Background: an optimization exercise with open tools, aiming at small area. Do not read the settings as production practice.
Only simulation tests tie the RTL to the original design; equivalence was not proved.

File: flow/constraint.sdc
create_clock -name core_clock -period 9.0 [get_ports {ap_clk}]
set_input_delay 1.8000 -clock core_clock [delete_from_list [all_inputs] [get_ports {ap_clk}]]
set_output_delay 1.8000 -clock core_clock [all_outputs]
set_load 0.01 [all_outputs]
File: flow/run.sh
#!/bin/bash
# synth_recipe.tcl (not shown) runs the flow's synth.tcl, then flattens the netlist and writes it again
# the make line also repeats each setting of config.mk as NAME=value (left out here)
make -C /OpenROAD-flow-scripts/flow DESIGN_CONFIG=/design/flow/config.mk WORK_HOME=/design/flow/orfs CLKGATE_MAP_FILE= SYNTH_SCRIPT=/design/flow/synth_recipe.tcl finish
File: flow/config.mk
export PLATFORM = sky130hd
export DESIGN_NAME = calc_mvd_cost
export DESIGN_NICKNAME = calc_mvd_cost
export VERILOG_FILES = /design/flow/design.v
export SDC_FILE = /design/flow/constraint.sdc
export NUM_CORES = 4
export LEC_CHECK = 0
export CAP_MARGIN = 20
export CORE_MARGIN = 2
export CORE_UTILIZATION = 40
export SLEW_MARGIN = 20
File: flow/design.v
module calc_mvd_cost (
    input                       ap_clk,
    input                       ap_rst,
    input                       ap_start,
    input                       ap_ce,
    output logic                ap_done,
    output logic                ap_ready,
    output logic                ap_idle,
    input        [31:0]         x,
    input        [31:0]         y,
    input        [31:0]         mv_shift,
    input        [15:0]         mv_cand_0,
    input        [15:0]         mv_cand_1,
    input        [15:0]         mv_cand_2,
    input        [15:0]         mv_cand_3,
    output logic [63:0]         bitcost,
    output logic                bitcost_ap_vld,
    input        [63:0]         lambda_sqrt_integer_int64,
    input        [63:0]         lambda_sqrt_decimal_int64,
    output logic [63:0]         mvd_cost_int64,
    output logic                mvd_cost_int64_ap_vld
);
    logic        shift_big;
    logic [31:0] xs, ys;
    assign shift_big = |mv_shift[31:5];
    assign xs = shift_big ? 32'd0 : (x << mv_shift[4:0]);
    assign ys = shift_big ? 32'd0 : (y << mv_shift[4:0]);
    function automatic logic [3:0] hi_flags(input logic [15:0] hi);
        logic hzf, hof;
        hzf = ~|hi[15:1];
        hof = &hi[15:1];
        hi_flags = {hof & ~hi[0], hof & hi[0], hzf & hi[0], hzf & ~hi[0]};
    endfunction
    function automatic logic [4:0] comp_class(input logic [15:0] lo, input logic [3:0] hf,
                                              input logic [15:0] c);
        logic [16:0] t;
        logic [15:0] d, a;
        logic        sml, one;
        logic [3:0]  l;
        t = {1'b0, lo} + {1'b0, ~c} + 17'd1;
        d = t[15:0];
        case ({d[15], t[16], c[15]})
            3'b000: sml = hf[1];    
            3'b001: sml = hf[0];    
            3'b010: sml = hf[0];    
            3'b011: sml = hf[2];    
            3'b100: sml = hf[0];    
            3'b101: sml = hf[2];
            3'b110: sml = hf[2];
            default: sml = hf[3];   
        endcase
        a = d[15] ? (~d + 16'd1) : d;
        l = 4'd0;
        for (int i = 1; i < 16; i++)
            if (a[i]) l = i[3:0];
        one = sml & (a == 16'd1);
        comp_class = sml ? {one, l} : {1'b0, 4'd15};
    endfunction
    logic [3:0] xhf, yhf;
    logic [4:0] ca_h, ca_v, cb_h, cb_v;
    logic [5:0] ma, mb, m0;
    assign xhf = hi_flags(xs[31:16]);
    assign yhf = hi_flags(ys[31:16]);
    assign ca_h = comp_class(xs[15:0], xhf, mv_cand_0);
    assign ca_v = comp_class(ys[15:0], yhf, mv_cand_1);
    assign cb_h = comp_class(xs[15:0], xhf, mv_cand_2);
    assign cb_v = comp_class(ys[15:0], yhf, mv_cand_3);
    assign ma = {{1'b0, ca_h[3:0]} + {1'b0, ca_v[3:0]} + {4'd0, ca_h[4] & ca_v[4]}, ca_h[4] ^ ca_v[4]};
    assign mb = {{1'b0, cb_h[3:0]} + {1'b0, cb_v[3:0]} + {4'd0, cb_h[4] & cb_v[4]}, cb_h[4] ^ cb_v[4]};
    assign m0 = (mb < ma) ? mb : ma;
    logic [4:0]  vld;
    logic        ap_idle_r, ap_done_r;
    logic [5:0]  m1, m2, m3, m4, m5;
    logic [29:0] li1, ld1;
    logic [43:0] r2, r3, r4, r5;
    logic [6:0]  n1;
    logic [29:0] p1, q1, h1;
    assign n1 = {1'b0, m1} + 7'd4;
    assign p1 = n1 * ld1;
    assign q1 = n1 * li1;
    assign h1 = q1 + {14'd0, p1[29:14]};
    always_ff @(posedge ap_clk or posedge ap_rst) begin
        if (ap_rst) begin
            vld <= 5'd0;
            ap_idle_r <= 1'b1;
            ap_done_r <= 1'b0;
        end else if (ap_ce) begin
            vld <= {vld[3:0], ap_start};
            ap_idle_r <= ap_idle;
            ap_done_r <= ap_done;
        end
    end
    always_ff @(posedge ap_clk) begin
        if (ap_ce) begin
            m1 <= m0;
            li1 <= lambda_sqrt_integer_int64[29:0];
            ld1 <= lambda_sqrt_decimal_int64[29:0];
            m2 <= m1;
            r2 <= {h1, p1[13:0]};
            m3 <= m2;
            r3 <= r2;
            m4 <= m3;
            r4 <= r3;
            m5 <= m4;
            r5 <= r4;
        end
    end
    logic [6:0] n5;
    assign n5 = {1'b0, m5} + 7'd4;
    assign ap_done = vld[4];
    assign bitcost_ap_vld = vld[4];
    assign mvd_cost_int64_ap_vld = vld[4];
    assign ap_ready = 1'b1;
    assign bitcost = {23'd0, n5, 34'd0};
    assign mvd_cost_int64 = {r5, 20'd0};
    always_comb begin
        ap_idle = ap_idle_r;
        if (ap_start && ap_ce)
            ap_idle = 1'b0;
        else if (ap_done_r && ap_ce)
            ap_idle = 1'b1;
    end
endmodule
==> flow_summary_export.csv, run 1 <==
group,metric,value,unit
sta,report.final.slew_viol_count,0,
setup_path,cp_data_required_time,9.31,ns
placed_design,buffer_ports.inserted,278,
clock_tree,htree_levels,1,
synth,synthesis.yosys.warnings,1,
global_routing,grt_util_all_layers,0.193,
sta,rsz_0062_raised_after_global_routing,"yes",
floorplanning,floorplan.die_area,80100,sq um
setup_path,critPathKind,"reg -> reg",
routing,route.vias.total,24900,
synth,synth_edf_count,266,
floorplanning,die_w,283,um
status,so_faults,"setup timing",
setup_path,critical_path_buf_inv_count,9,
clock_tree,clock_tree.root_cell,"sky130_fd_sc_hd__clkbuf_16",
sta,skew,0.0190,ns
floorplanning,floorplan.core_area,77200,sq um
sta,max_freq,0.106,GHz
global_routing,maximum_number_of_pins_on_one_net_before_global_route_repair,194,
setup_path,regToRegStartpoint,"m1[2]",
finish,finish.cell_count_without_fillers,5019,
sta,period_needed,9.42,ns
finish,post_synthesis_to_final_layout_area_growth,29.5,%
global_routing,grt_pass1_wl,127000,um
finish,post_route_cells_drive_above_1_share,0.225,
setup_path,crit_path_end_kind,"flip-flop",
sta,final-setup-viol-count,10,
clock_tree,worstSkewPairLatency,0.57,ns
clock_tree,clk_transition_reported_paths,0.06,ns
setup_path,cp_common_cell,"sky130_fd_sc_hd__fa_1",
synth,netlist-cell-type-count,128,
routing,drt_iter0_markers,1343,
placed_design,cell_area_after_placement,38300,sq um
floorplanning,chipHeight,283,um
floorplanning,ios,425,
floorplanning,placementRows,102,
clock_tree,number_of_clock_sinks,273,
setup_path,largest_driver_fanout_on_the_critical_path,4,
setup_path,start_kind,"flip-flop",
synth,synth_async_reset_ratio,0.0256,
clock_tree,cts-root-to-sink-buffers,3,
sta,setup_slack,-0.420,ns
placed_design,place_hpwl,63900,um
synth,dominantRegCellSynth,"sky130_fd_sc_hd__edfxtp_1",
hold_path,hold_class,"reg -> reg",
setup_path,cpLargestDelayFamily,"adder cells",
sta,slew_of_the_pin_with_the_lowest_slew_margin,0.992,ns
finish,insertedDiodeCount,0,
routing,post_route_antenna_net_violation_count,0,
synth,post_synth.cell_area_avg,9.64,sq um
run,cap_viol_max_count,0,
finish,filler_cell_count,7048,
synth,seq_area_frac_synth,0.262,
sta,period_share,1.05,
routing,drcViolationCount,0,
routing,drt_pass1_iterations,5,
setup_path,cp.arrival,9.73,ns
synth,ys_ff_latch,273,
finish,stdcell_area,40300,sq um
setup_path,crit_path_top_delay_cell,"sky130_fd_sc_hd__fa_1",
setup_path,timing.critical_path.slowest_cell_delay,0.53,ns
placed_design,placed_cells,4926,
finish,layout.nets,4662,
synth,combined_area_of_all_synthesized_cells,31100,sq um
placed_design,gpl.final_weighted_congestion,0.901,
synth,synthesis.instances,3231,
routing,drt-wirelength-per-cell,15.7,um
global_routing,grt_antenna_before_repair,9,
sta,hold_viol,0,
synth,synth_top_cell_area_share,0.257,
synth,yosys-top-cells-area,"sky130_fd_sc_hd__edfxtp_1, sky130_fd_sc_hd__fa_1, sky130_fd_sc_hd__ha_1, sky130_fd_sc_hd__inv_1, sky130_fd_sc_hd__nand2_1",
routing,detail_route.wirelength,78900,um
hold_path,holdCritStartpoint,"r3[23]",
clock_tree,cts_tree,"built",
status,outcome,"complete, but fails checks",
finish,post-route-util,0.522,
sta,timing.max_slew.rel_slack,0.338,
clock_tree,hold_buffers,0,
routing,detail_route.vias_per_cell,4.96,
global_routing,grt-ovfl-total,0,
clock_tree,numCtsBuffers,29,
global_routing,via_count_of_the_first_global_routing_pass,24700,
setup_path,startpoint,"m1[2]",
floorplanning,initial_utilization,0.403,
synth,synth_top_cell_by_area,"sky130_fd_sc_hd__edfxtp_1",
## final timing paths
kind	end	slack, ns	cells past startpoint
max in group asynchronous	ap_idle_r	7.26	2
min in group asynchronous	vld[4]	1.47	2
setup reg to reg	r2[42]	-0.42	47
hold / removal	r4[23]	0.41	0
setup / recovery	r2[42]	-0.42	47
hold reg to reg	r4[23]	0.41	0
## sequential cells by signal (all words and copies together) (netlist names)
| signal | cells |
|---|---|
| r3 | 44 |
| m5 | 6 |
| m4 | 6 |
| r4 | 44 |
| ld1 | 30 |
| m2 | 6 |
| m3 | 6 |
| m1 | 6 |
| ap_done_r | 1 |
| vld | 5 |
| r5 | 44 |
| li1 | 30 |
| ap_idle_r | 1 |
| r2 | 44 |
## synthesized netlist by cell type (all sizes together) (12+ instances only)
library cell,number
a211oi,26
a21boi,12
a21o,25
a21oi,134
a31oi,38
and2,190
and3,29
buf,124
clkbuf,64
edfxtp,266
fa,267
ha,147
inv,432
mux2,25
mux2i,50
mux4,49
nand2,359
nand2b,58
nand3,62
nand4,16
nor2,168
nor2b,57
nor3,58
nor4,22
o211ai,15
o21a,16
o21ai,103
o21bai,18
o31ai,25
or3,17
xnor2,136
xor2,36
## per-layer routing
| layer | global-route usage | up-vias | wire length, um |
|---|---|---|---|
| met5 | 0 | - | 109 |
| met4 | 0.0472 | 18 | 2010 |
| met3 | 0.0285 | 109 | 3740 |
| met2 | 0.336 | 534 | 38500 |
| met1 | 0.253 | 11900 | 34600 |
| li1 | - | 12300 | - |
## per-stage QoR
| stage | setup WS [ns] | hold WS [ns] | setup TNS [ns] |
|---|---|---|---|
| 6_report | -0.420 | 0.412 | -2.87 |
| 2_1_floorplan | -0.215 | 0.400 | -0.833 |
| 5_1_grt | -0.941 | 0.415 | -9.06 |
| 3_3_place_gp | -0.766 | 0.400 | -10.07 |
| 3_5_place_dp | -0.968 | 0.405 | -12.42 |
| 4_1_cts | -0.503 | 0.416 | -3.49 |
## final cells by class
| cell class | count | area (sq um) | area share |
|---|---|---|---|
| multi-input combinational | 2413 | 21400 | 0.532 |
| tap | 1040 | 1300 | 0.0323 |
| timing repair buffer | 806 | 6860 | 0.170 |
| clock inverter | 20 | 160 | 0.00397 |
| inverter | 433 | 1630 | 0.0403 |
| sequential | 273 | 8160 | 0.203 |
| clock buffer | 34 | 754 | 0.0187 |
## what timing repair did
| item | 4_1_cts | 5_1_grt |
|---|---|---|
| setup endpoints to repair | 18 | 23 |
| setup buffers | 23 | 23 |
| gates resized for setup | 55 | 119 |
| pin swaps | 45 | 76 |
| gates cloned | 0 | 0 |
## layout by cell type, fill, tap and decap left out, types with 73 or more instances in the layout
cell                                n
sky130_fd_sc_hd__buf_4            512
sky130_fd_sc_hd__inv_1            415
sky130_fd_sc_hd__nand2_1          353
sky130_fd_sc_hd__clkdlybuf4s50_1  274
sky130_fd_sc_hd__edfxtp_1         266
sky130_fd_sc_hd__fa_1             262
sky130_fd_sc_hd__and2_1           188
sky130_fd_sc_hd__nor2_1           153
sky130_fd_sc_hd__ha_1             133
sky130_fd_sc_hd__xnor2_1          118
sky130_fd_sc_hd__a21oi_1          102
sky130_fd_sc_hd__conb_1            78
sky130_fd_sc_hd__o21ai_0           73
## kinds of logic (layout without fill, tap and decap cells)
group | Yosys count | count (layout) | synth area share
simple gates | 1085 | 1085 | 0.181
buf+inv | 621 | 1293 | 0.0899
compound gates | 534 | 534 | 0.119
fa+ha+maj | 420 | 420 | 0.233
flops | 273 | 273 | 0.262
xor+xnor | 172 | 172 | 0.0516
mux | 124 | 124 | 0.0635
other cells | 2 | 78 | 0.000241
==> run 2: changes to the inputs <==
--- a/flow/config.mk
+++ b/flow/config.mk
@@ -7,5 +7,5 @@
 export LEC_CHECK = 0
 export CAP_MARGIN = 20
 export CORE_MARGIN = 2
-export CORE_UTILIZATION = 40
+export CORE_UTILIZATION = 65
 export SLEW_MARGIN = 20
==> run 2 against run 1 <==
The run now fails in 5_1_grt. Area after synthesis is the same. Synthesized cell count stayed put.
==> flow_summary_export.csv, run 2 <==
group,metric,value,unit
clock_tree,numCtsBuffers,26,
synth,synth_edf_count,266,
global_routing,maximum_number_of_pins_on_one_net_before_global_route_repair,106,
placed_design,post-place-ws,-1.12,ns
sta,grt-worst-endpoint,"r2[43]$_DFFE_PP_/D",
synth,dominantRegCellSynth,"sky130_fd_sc_hd__edfxtp_1",
synth,synthesis.yosys.warnings,1,
clock_tree,hold_buffers,0,
status,error_message,"[ERROR GRT-0232] Routing congestion too high. Check the congestion heatmap in the GUI.",
clock_tree,htree_levels,1,
floorplanning,placementRows,80,
synth,ranking_of_synthesized_cells_by_instance_count,"sky130_fd_sc_hd__inv_1, sky130_fd_sc_hd__nand2_1, sky130_fd_sc_hd__fa_1",
clock_tree,number_of_clock_sinks,273,
global_routing,grt_util_all_layers,0.765,
synth,yosys.cell_count.top_type,"sky130_fd_sc_hd__inv_1",
floorplanning,initial_utilization,0.655,
synth,netlist-cell-type-count,128,
status,stop_stage,"5_1_grt",
synth,seq_area_frac_synth,0.262,
sta,endpoint_type,"sequential cell input",
global_routing,grt-ovfl-total,137,
global_routing,grt_antenna_before_repair,22,
placed_design,gpl.final_weighted_congestion,0.947,
synth,yosys-top-cells-area,"sky130_fd_sc_hd__edfxtp_1, sky130_fd_sc_hd__fa_1, sky130_fd_sc_hd__ha_1, sky130_fd_sc_hd__inv_1, sky130_fd_sc_hd__nand2_1",
synth,synth_async_reset_ratio,0.0256,
placed_design,buffer_ports.inserted,278,
clock_tree,cts-root-to-sink-buffers,3,
synth,post_synth.cell_area_avg,9.64,sq um
placed_design,place_hpwl,69900,um
synth,synth_top_cell_area_share,0.257,
clock_tree,clock_tree.root_cell,"sky130_fd_sc_hd__clkbuf_16",
status,outcome,"did not finish",
synth,ys_ff_latch,273,
synth,synthesis.instances,3231,
floorplanning,ios,425,
floorplanning,chipHeight,223,um
synth,combined_area_of_all_synthesized_cells,31100,sq um
synth,synth_top_cell_by_area,"sky130_fd_sc_hd__edfxtp_1",
floorplanning,die_w,223,um
[run 2: cell counts after synthesis]
No cell type changed its count.
[run 2: how the worst min path moves through the flow]
stage / end / slack, ns / depth (start not counted)
2_1_floorplan: m3[0] / 0.40 / 0
3_3_place_gp: r3[16] / 0.40 / 0
3_5_place_dp: m4[1] / 0.40 / 0
4_1_cts: m3[0] / 0.42 / 0
[run 2: kinds of logic after synthesis]
family          Yosys count  synth area share
simple gates           1085             0.181
fa+ha+maj               420             0.233
buf+inv                 621            0.0899
xor+xnor                172            0.0516
flops                   273             0.262
other cells               2          0.000241
compound gates          534             0.119
mux                     124            0.0635
[run 2: metal layers]
| layer | GRT usage | overflow |
|---|---|---|
| met5 | 0.519 | 1 |
| met4 | 0.669 | 61 |
| met3 | 0.665 | 13 |
| met2 | 0.901 | 55 |
| met1 | 0.773 | 7 |
[run 2: per-stage QoR]
stage                     instance area (sq um)   util  hold WS [ns]  instances
after floorplan                           31700      -         0.400       3307
after global placement                    36900  0.777         0.401       4394
after CTS                                 38700  0.815         0.416       4494
after detailed placement                  36900  0.777         0.405       4394
[run 2: timing repair]
item | 4_1_cts
gates resized for setup | 97
gates cloned | 1
setup endpoints to repair | 25
setup buffers | 52
pin swaps | 65
==> run 3: changes to the inputs <==
==> flow/flow/run.sh (new file) <==
#!/bin/bash
set -euo pipefail
bash standard.sh "BUFFER_PORTS_ARGS=-buffer_cell sky130_fd_sc_hd__buf_1" finish > standard_flow.log 2>&1
==> flow/standard.sh (new file) <==
#!/bin/bash
# synth_recipe.tcl (not shown) runs the flow's synth.tcl, then flattens the netlist and writes it again
# the make line also repeats each setting of config.mk as NAME=value (left out here)
make -C /OpenROAD-flow-scripts/flow DESIGN_CONFIG=/design/flow/config.mk WORK_HOME=/design/flow/orfs CLKGATE_MAP_FILE= SYNTH_SCRIPT=/design/flow/synth_recipe.tcl "${@:-finish}"
--- a/flow/config.mk
+++ b/flow/config.mk
@@ -7,5 +7,5 @@
 export LEC_CHECK = 0
 export CAP_MARGIN = 20
 export CORE_MARGIN = 2
-export CORE_UTILIZATION = 65
+export CORE_UTILIZATION = 40
 export SLEW_MARGIN = 20
removed: flow/run.sh
==> run 3 against run 2 <==
The layout now fails its checks (setup timing). Synthesized cell count unchanged. Area after synthesis is the same.
==> flow_summary_export.csv, run 3 <==
group,metric,value,unit
status,outcome,"complete, but fails checks",
status,so_faults,"setup timing",
clock_tree,numCtsBuffers,29,
sta,setup_slack,-0.727,ns
clock_tree,clock_tree.root_cell,"sky130_fd_sc_hd__clkbuf_16",
hold_path,hold_class,"reg -> reg",
synth,synth-xor-area-share,0.0516,
finish,most_common_cell_after_layout_fill_and_taps_aside,"sky130_fd_sc_hd__buf_4",
routing,post_route_antenna_net_violation_count,0,
synth,netlist-cell-type-count,128,
routing,detail_route.vias_per_cell,4.99,
finish,seqCellArea,8160,sq um
setup_path,worst-r2r-cell-count,60,
clock_tree,hold_buffers,0,
synth,ys_ff_latch,273,
synth,synth_async_reset_ratio,0.0256,
setup_path,cp.arrival,10.05,ns
synth,synth-adder-area-share,0.233,
placed_design,gpl.final_weighted_congestion,0.925,
routing,drcViolationCount,0,
floorplanning,floorplan.die_area,80100,sq um
floorplanning,floorplan.core_area,77200,sq um
sta,slew_of_the_pin_with_the_lowest_slew_margin,1.00,ns
sta,rsz_0062_raised_after_global_routing,"yes",
global_routing,via_count_of_the_first_global_routing_pass,24000,
synth,synthesis.yosys.warnings,1,
global_routing,grt_util_all_layers,0.191,
finish,filler_cell_count,7262,
synth,ranking_of_synthesized_cells_by_instance_count,"sky130_fd_sc_hd__inv_1, sky130_fd_sc_hd__nand2_1, sky130_fd_sc_hd__fa_1",
floorplanning,placementRows,102,
clock_tree,htree_levels,1,
sta,timing.max_slew.rel_slack,0.331,
synth,synth-simple-area-share,0.181,
global_routing,gr_util_met1,0.251,
synth,synth_top_cell_by_area,"sky130_fd_sc_hd__edfxtp_1",
finish,multi_input_comb_area,21300,sq um
setup_path,cp_common_cell,"sky130_fd_sc_hd__buf_4",
floorplanning,die_w,283,um
sta,final-setup-viol-count,13,
synth,synth_edf_count,266,
setup_path,largest_driver_fanout_on_the_critical_path,3,
routing,route.vias.total,24600,
global_routing,grt_antenna_before_repair,11,
clock_tree,cts_tree,"built",
finish,post_synthesis_to_final_layout_area_growth,21.4,%
global_routing,grt_pass1_wl,125000,um
setup_path,timing.critical_path.slowest_cell_delay,0.54,ns
synth,post_synth.cell_area_avg,9.64,sq um
run,cap_viol_max_count,0,
global_routing,top_usage_layer,"met2",
synth,synth_top_cell_area_share,0.257,
finish,stdcell_area,37800,sq um
synth,compound_cell_area_share_of_the_yosys_netlist,0.119,
sta,report.final.slew_viol_count,0,
floorplanning,chipHeight,283,um
routing,detail_route.wirelength,78400,um
clock_tree,worstSkewPairLatency,0.57,ns
placed_design,buffer_ports.inserted,278,
sta,max_freq,0.103,GHz
setup_path,critPathKind,"reg -> reg",
routing,drt-wirelength-per-cell,15.9,um
setup_path,start_kind,"flip-flop",
hold_path,min_delay_worst_endpoint,"r3[27]",
clock_tree,number_of_clock_sinks,273,
finish,post_route_cells_drive_above_1_share,0.199,
setup_path,r2r_setup_slack,-0.73,ns
setup_path,worst_r2r_endpoint,"r2[8]",
synth,synthesis.instances,3231,
finish,layout.nets,4567,
global_routing,grt-ovfl-total,0,
placed_design,post-place-ws,-0.932,ns
placed_design,cell_area_after_placement,35500,sq um
finish,layout.cells.most_common_list,"sky130_fd_sc_hd__buf_4, sky130_fd_sc_hd__inv_1, sky130_fd_sc_hd__nand2_1, sky130_fd_sc_hd__buf_1",
setup_path,crit_path_top_delay_cell,"sky130_fd_sc_hd__fa_1",
sta,period_needed,9.73,ns
global_routing,groute.layer.met2.usage,0.327,
sta,hold_viol,0,
sta,skew,0.0111,ns
global_routing,use_met3,0.0256,
routing,drt_pass1_iterations,5,
global_routing,maximum_number_of_pins_on_one_net_before_global_route_repair,81,
synth,proportion_of_synthesized_area_in_mux_cells,0.0635,
synth,seq_area_frac_synth,0.262,
sta,hold-worst-slack,0.412,ns
synth,main_combinational_cell_family_by_area_after_synthesis,"adder cells",
routing,drt_iter0_markers,1395,
floorplanning,ios,425,
synth,combined_area_of_all_synthesized_cells,31100,sq um
sta,period_share,1.08,
setup_path,crit_path_end_kind,"flip-flop",
synth,dominantRegCellSynth,"sky130_fd_sc_hd__edfxtp_1",
placed_design,place_hpwl,62200,um
floorplanning,initial_utilization,0.403,
synth,yosys-top-cells-area,"sky130_fd_sc_hd__edfxtp_1, sky130_fd_sc_hd__fa_1, sky130_fd_sc_hd__ha_1, sky130_fd_sc_hd__inv_1, sky130_fd_sc_hd__nand2_1",
hold_path,holdPathStages,0,
clock_tree,cts-root-to-sink-buffers,3,
clock_tree,clk_transition_reported_paths,0.06,ns
hold_path,holdCritStartpoint,"r2[27]",
setup_path,cp_data_required_time,9.32,ns
setup_path,regToRegStartpoint,"m1[2]",
synth,yosys.cell_count.top_type,"sky130_fd_sc_hd__inv_1",
[run 3: through the flow]
| stage | setup TNS (ns) | cells | util |
|---|---|---|---|
| final | -6.17 | 4924 | 0.489 |
| after global placement | -10.22 | 4795 | 0.460 |
| after floorplan | -0.833 | 3307 | - |
| after CTS | -3.60 | 4911 | 0.481 |
| after global routing | -12.46 | 4922 | 0.489 |
| after detailed placement | -12.20 | 4795 | 0.460 |
[run 3: cells by family after synthesis]
logic type                 count (synthesis)
buffers and inverters                    621
xor gates and xnor gates                 172
AOI/OAI and AO/OA                        534
adders and majority gates                420
and+or+nand+nor                         1085
DFF                                      273
muxes                                    124
other                                      2
[run 3: metal layers]
layer / up-vias / share of wire / wire length [um]
met5: - / 0.00096 / 75
met2: 559 / 0.48 / 37700
li1: 12100 / - / -
met1: 11700 / 0.44 / 34500
met4: 12 / 0.030 / 2390
met3: 134 / 0.048 / 3750
[run 3: final cells by class]
cell class                      instances  share of cell area
Multi-Input combinational cell       2413               0.565
Sequential cell                       273               0.216
Timing Repair Buffer                  711               0.115
Inverter                              433              0.0431
Tap cell                             1040              0.0344
Clock buffer                           35              0.0198
Clock inverter                         17             0.00662
Antenna cell                            2            0.000132
[run 3: critical path: cells and delay by family, from the launching register on]
family	cells	cell delay (ns)
AO/OA/AOI/OAI	2	0.23
XOR/XNOR	2	0.36
adder cells (fa/ha/maj)	6	2.61
buffers and inverters	49	5.74
flip-flops	1	0.47
AND/OR/NAND/NOR	1	0.09
[run 3: how the worst max path moves through the flow]
stage / start / slack, ns / endpoint / depth (start not counted)
final: m1[2] / -0.73 / r2[8] / 60
after global placement: m1[2] / -0.82 / r2[40] / 46
after floorplan: m1[2] / -0.21 / r2[40] / 48
after detailed placement: m1[2] / -0.93 / r2[40] / 42
after global routing: m1[2] / -1.00 / r2[43] / 48
after CTS: m1[2] / -0.45 / r2[41] / 46
[run 3: what timing repair did]
action / in CTS / in global routing
buffers inserted: 64 / 15
endpoints found under the hold margin: 0 / 0
resized for setup: 31 / 105
cloned: 0 / 0
setup endpoints to repair: 16 / 24
pin swaps: 38 / 80
==> run 4: changes to the inputs <==
--- a/flow/design.v
+++ b/flow/design.v
@@ -71,14 +71,14 @@
     logic [4:0]  vld;
     logic        ap_idle_r, ap_done_r;
     logic [5:0]  m1, m2, m3, m4, m5;
-    logic [29:0] li1, ld1;
-    logic [43:0] r2, r3, r4, r5;
-    logic [6:0]  n1;
-    logic [29:0] p1, q1, h1;
+    logic [29:0] li1, ld1, li2, p2;
+    logic [43:0] r3, r4, r5;
+    logic [6:0]  n1, n2;
+    logic [29:0] p1, h2;
     assign n1 = {1'b0, m1} + 7'd4;
     assign p1 = n1 * ld1;
-    assign q1 = n1 * li1;
-    assign h1 = q1 + {14'd0, p1[29:14]};
+    assign n2 = {1'b0, m2} + 7'd4;
+    assign h2 = n2 * li2 + {14'd0, p2[29:14]};
     always_ff @(posedge ap_clk or posedge ap_rst) begin
         if (ap_rst) begin
             vld <= 5'd0;
@@ -96,9 +96,10 @@
             li1 <= lambda_sqrt_integer_int64[29:0];
             ld1 <= lambda_sqrt_decimal_int64[29:0];
             m2 <= m1;
-            r2 <= {h1, p1[13:0]};
+            li2 <= li1;
+            p2 <= p1;
             m3 <= m2;
-            r3 <= r2;
+            r3 <= {h2, p2[13:0]};
             m4 <= m3;
             r4 <= r3;
             m5 <= m4;
==> run 4 against run 3 <==
The run now finishes clean. Maximum frequency up 14%. Non-clock buffer count decreased by 114. Worst hold slack worse by 0.0069 ns. Cell count fell by 1.6%. Synthesized cell count up 0.53%. Register-to-register slack improved by 2.6 ns. First-iteration DRC count rose by 3.2%. Core utilization down 2.5 points. Routed wire length up 1.7%. Final area is 1.5% lower. Critical path type is now in -> reg.
==> flow_summary_export.csv, run 4 <==
group,metric,value,unit
status,outcome,"no timing/DRC/antenna violations",
placed_design,post-place-ws,-0.248,ns
setup_path,cp.arrival,8.86,ns
synth,yosys.cell_count.top_type,"sky130_fd_sc_hd__nand2_1",
routing,route.vias.total,25200,
setup_path,cp_common_cell,"sky130_fd_sc_hd__ha_1",
routing,detail_route.vias_per_cell,5.21,
synth,synth_top_cell_by_area,"sky130_fd_sc_hd__edfxtp_1",
placed_design,place_hpwl,65100,um
synth,ys_ff_latch,289,
finish,post-route-util,0.464,
finish,most_common_cell_after_layout_fill_and_taps_aside,"sky130_fd_sc_hd__nand2_1",
finish,stdcell_area,37200,sq um
global_routing,grt-ovfl-total,0,
synth,seq_area_frac_synth,0.268,
setup_path,start_kind,"primary input",
sta,slew_of_the_pin_with_the_lowest_slew_margin,1.04,ns
floorplanning,initial_utilization,0.402,
hold_path,holdCritStartpoint,"li1[20]",
hold_path,holdPathStages,0,
sta,skew,0.0209,ns
hold_path,min_delay_worst_endpoint,"li2[20]",
clock_tree,worstSkewPairLatency,0.58,ns
clock_tree,hold_buffers,0,
finish,post_route_cells_drive_above_1_share,0.157,
routing,drt-wirelength-per-cell,16.5,um
sta,report.final.slew_viol_count,0,
synth,combined_area_of_all_synthesized_cells,32200,sq um
setup_path,critPathKind,"in -> reg",
setup_path,regToRegStartpoint,"m2[2]",
sta,max_freq,0.117,GHz
synth,ranking_of_synthesized_cells_by_instance_count,"sky130_fd_sc_hd__nand2_1, sky130_fd_sc_hd__inv_1, sky130_fd_sc_hd__edfxtp_1",
sta,period_needed,8.55,ns
finish,largestRegisters,"r3: 44 flops, r4: 44 flops, r5: 44 flops",
synth,post_synth.cell_area_avg,9.92,sq um
sta,hold-worst-slack,0.406,ns
placed_design,gpl.final_weighted_congestion,0.937,
floorplanning,chipHeight,288,um
sta,hold_viol,0,
sta,rsz_0062_raised_after_global_routing,"no",
clock_tree,cts_tree,"built",
clock_tree,htree_levels,1,
global_routing,grt_pass1_wl,129000,um
sta,final.setup.tns,0,ns
finish,post_synthesis_to_final_layout_area_growth,15.5,%
floorplanning,placementRows,104,
floorplanning,floorplan.die_area,82900,sq um
synth,synthesis.yosys.warnings,1,
setup_path,r2r_setup_slack,1.90,ns
synth,synth_top_cell_area_share,0.263,
clock_tree,clock_tree.root_cell,"sky130_fd_sc_hd__clkbuf_16",
routing,drcViolationCount,0,
setup_path,crit_path_top_delay_cell,"sky130_fd_sc_hd__a2111oi_4",
synth,synthesis.instances,3248,
global_routing,grt_util_all_layers,0.191,
sta,setup_slack,0.449,ns
synth,dominantRegCellSynth,"sky130_fd_sc_hd__edfxtp_1",
routing,post_route_antenna_net_violation_count,0,
finish,seqCellArea,8640,sq um
finish,finish.cell_count_without_fillers,4844,
clock_tree,numCtsBuffers,31,
finish,multi_input_comb_area,21600,sq um
global_routing,via_count_of_the_first_global_routing_pass,24700,
routing,drt_iter0_markers,1439,
placed_design,cell_area_after_placement,36200,sq um
setup_path,worst-r2r-cell-count,23,
run,cap_viol_max_count,0,
setup_path,cp_data_required_time,9.31,ns
setup_path,crit_path_end_kind,"flip-flop",
setup_path,timing.critical_path.slowest_cell_delay,0.53,ns
synth,yosys-top-cells-area,"sky130_fd_sc_hd__edfxtp_1, sky130_fd_sc_hd__fa_1, sky130_fd_sc_hd__ha_1, sky130_fd_sc_hd__nand2_1, sky130_fd_sc_hd__mux4_2",
routing,detail_route.wirelength,79800,um
synth,netlist-cell-type-count,131,
sta,timing.max_slew.rel_slack,0.309,
sta,final-setup-viol-count,0,
floorplanning,floorplan.core_area,80200,sq um
clock_tree,clk_transition_reported_paths,0.06,ns
global_routing,maximum_number_of_pins_on_one_net_before_global_route_repair,88,
clock_tree,cts-root-to-sink-buffers,3,
finish,layout.nets,4466,
synth,synth_edf_count,282,
placed_design,placed_cells,4784,
routing,drt_pass1_iterations,5,
setup_path,worst_r2r_endpoint,"r3[42]",
clock_tree,number_of_clock_sinks,289,
global_routing,grt_antenna_before_repair,8,
sta,period_share,0.950,
floorplanning,die_w,288,um
setup_path,largest_driver_fanout_on_the_critical_path,4,
finish,filler_cell_count,7777,
synth,synth_async_reset_ratio,0.0242,
floorplanning,ios,425,
placed_design,buffer_ports.inserted,278,
hold_path,hold_class,"reg -> reg",
finish,layout.cells.most_common_list,"sky130_fd_sc_hd__nand2_1, sky130_fd_sc_hd__inv_1, sky130_fd_sc_hd__buf_4, sky130_fd_sc_hd__edfxtp_1, sky130_fd_sc_hd__buf_1",
## run 4: cell count changes in the layout (fill, tap and decap cells not counted), moves of 24 or more
cell | before | now
sky130_fd_sc_hd__a21oi_1 | 105 | 133
sky130_fd_sc_hd__and2_1 | 188 | 145
sky130_fd_sc_hd__buf_4 | 424 | 315
sky130_fd_sc_hd__inv_1 | 417 | 325
sky130_fd_sc_hd__mux4_2 | 33 | 57
## run 4: how the worst max path moves through the flow
stage                       startpoint    end  depth (start not counted)
after floorplan           mv_shift[15]  m1[0]                         32
after global placement    mv_shift[22]  m1[0]                         35
after detailed placement  mv_shift[22]  m1[0]                         34
after CTS                 mv_shift[22]  m1[5]                         34
after global routing      mv_shift[14]  m1[5]                         33
final                     mv_shift[22]  m1[5]                         33
## run 4: routing by layer
layer  part of all wire  track usage  up-vias
li1                   -            -    12300
met1               0.45        0.261    12200
met2               0.48        0.328      619
met3              0.045       0.0187      103
met4              0.022       0.0429        8
met5            0.00066            0        -
## run 4: cell families after synthesis
group	count (synthesis)	synth area share
AOI/OAI and AO/OA	596	0.131
xor gates and xnor gates	176	0.0498
adders and majority gates	431	0.228
buffers and inverters	521	0.0749
DFF	289	0.268
muxes	160	0.0742
other	2	0.000233
and+or+nand+nor	1073	0.173
## run 4: critical path: cells and delay by family
family	cells	cell delay [ns]
buffers and inverters	5	0.66
AOI/OAI and AO/OA	8	1.75
muxes	1	0.35
adders and majority gates	6	1.54
xor gates and xnor gates	1	0.22
and+or+nand+nor	12	2.50
## run 4: area by class of cell
| class | instances | share of cell area |
|---|---|---|
| Multi-Input combinational cell | 2514 | 0.579 |
| Sequential cell | 289 | 0.232 |
| Inverter | 326 | 0.0329 |
| Timing Repair Buffer | 597 | 0.0939 |
| Antenna cell | 4 | 0.000269 |
| Clock buffer | 34 | 0.0211 |
| Clock inverter | 20 | 0.00474 |
| Tap cell | 1060 | 0.0356 |
## run 4: what timing repair did
action,in CTS,in global routing
buffers inserted,0,1
hold endpoints to repair,0,0
gates resized for setup,0,11
setup endpoints to repair,0,6

==> separate check: timing with driven ports <==
Ports are ideal in the flow. The routed layouts listed here were re-timed in OpenROAD.
Step 1: set_driving_cell puts a clkbuf_16 on ap_clk and a buf_2 on each other input, an assumption about the parent block.
Step 2, shift: input delay + t, output delay - t, t = (earliest + latest rising clock arrival at the registers) / 2. This alone moves slack from input paths to output paths.
a / b / c = ideal / step 1 / step 2; a / b = the first two.
| run | t (ns) | setup slack, ns | worst setup path at the end | worst data-port slew with drivers (ns) |
|---|---|---|---|---|
| run 1 | 0.615 | -0.420 / -0.420 / -0.420 | register to register | 0.13 |
| run 3 | 0.615 | -0.727 / -0.727 / -0.727 | register to register | 0.12 |
| run 4 | 0.627 | 0.449 / 0.482 / -0.146 | input to register | 0.12 |
With both steps, setup timing fails in run 4, where it was met with ideal ports. The setup slack of run 4, which loses most, moves by +0.033 ns with the drivers and by -0.595 ns with both steps.
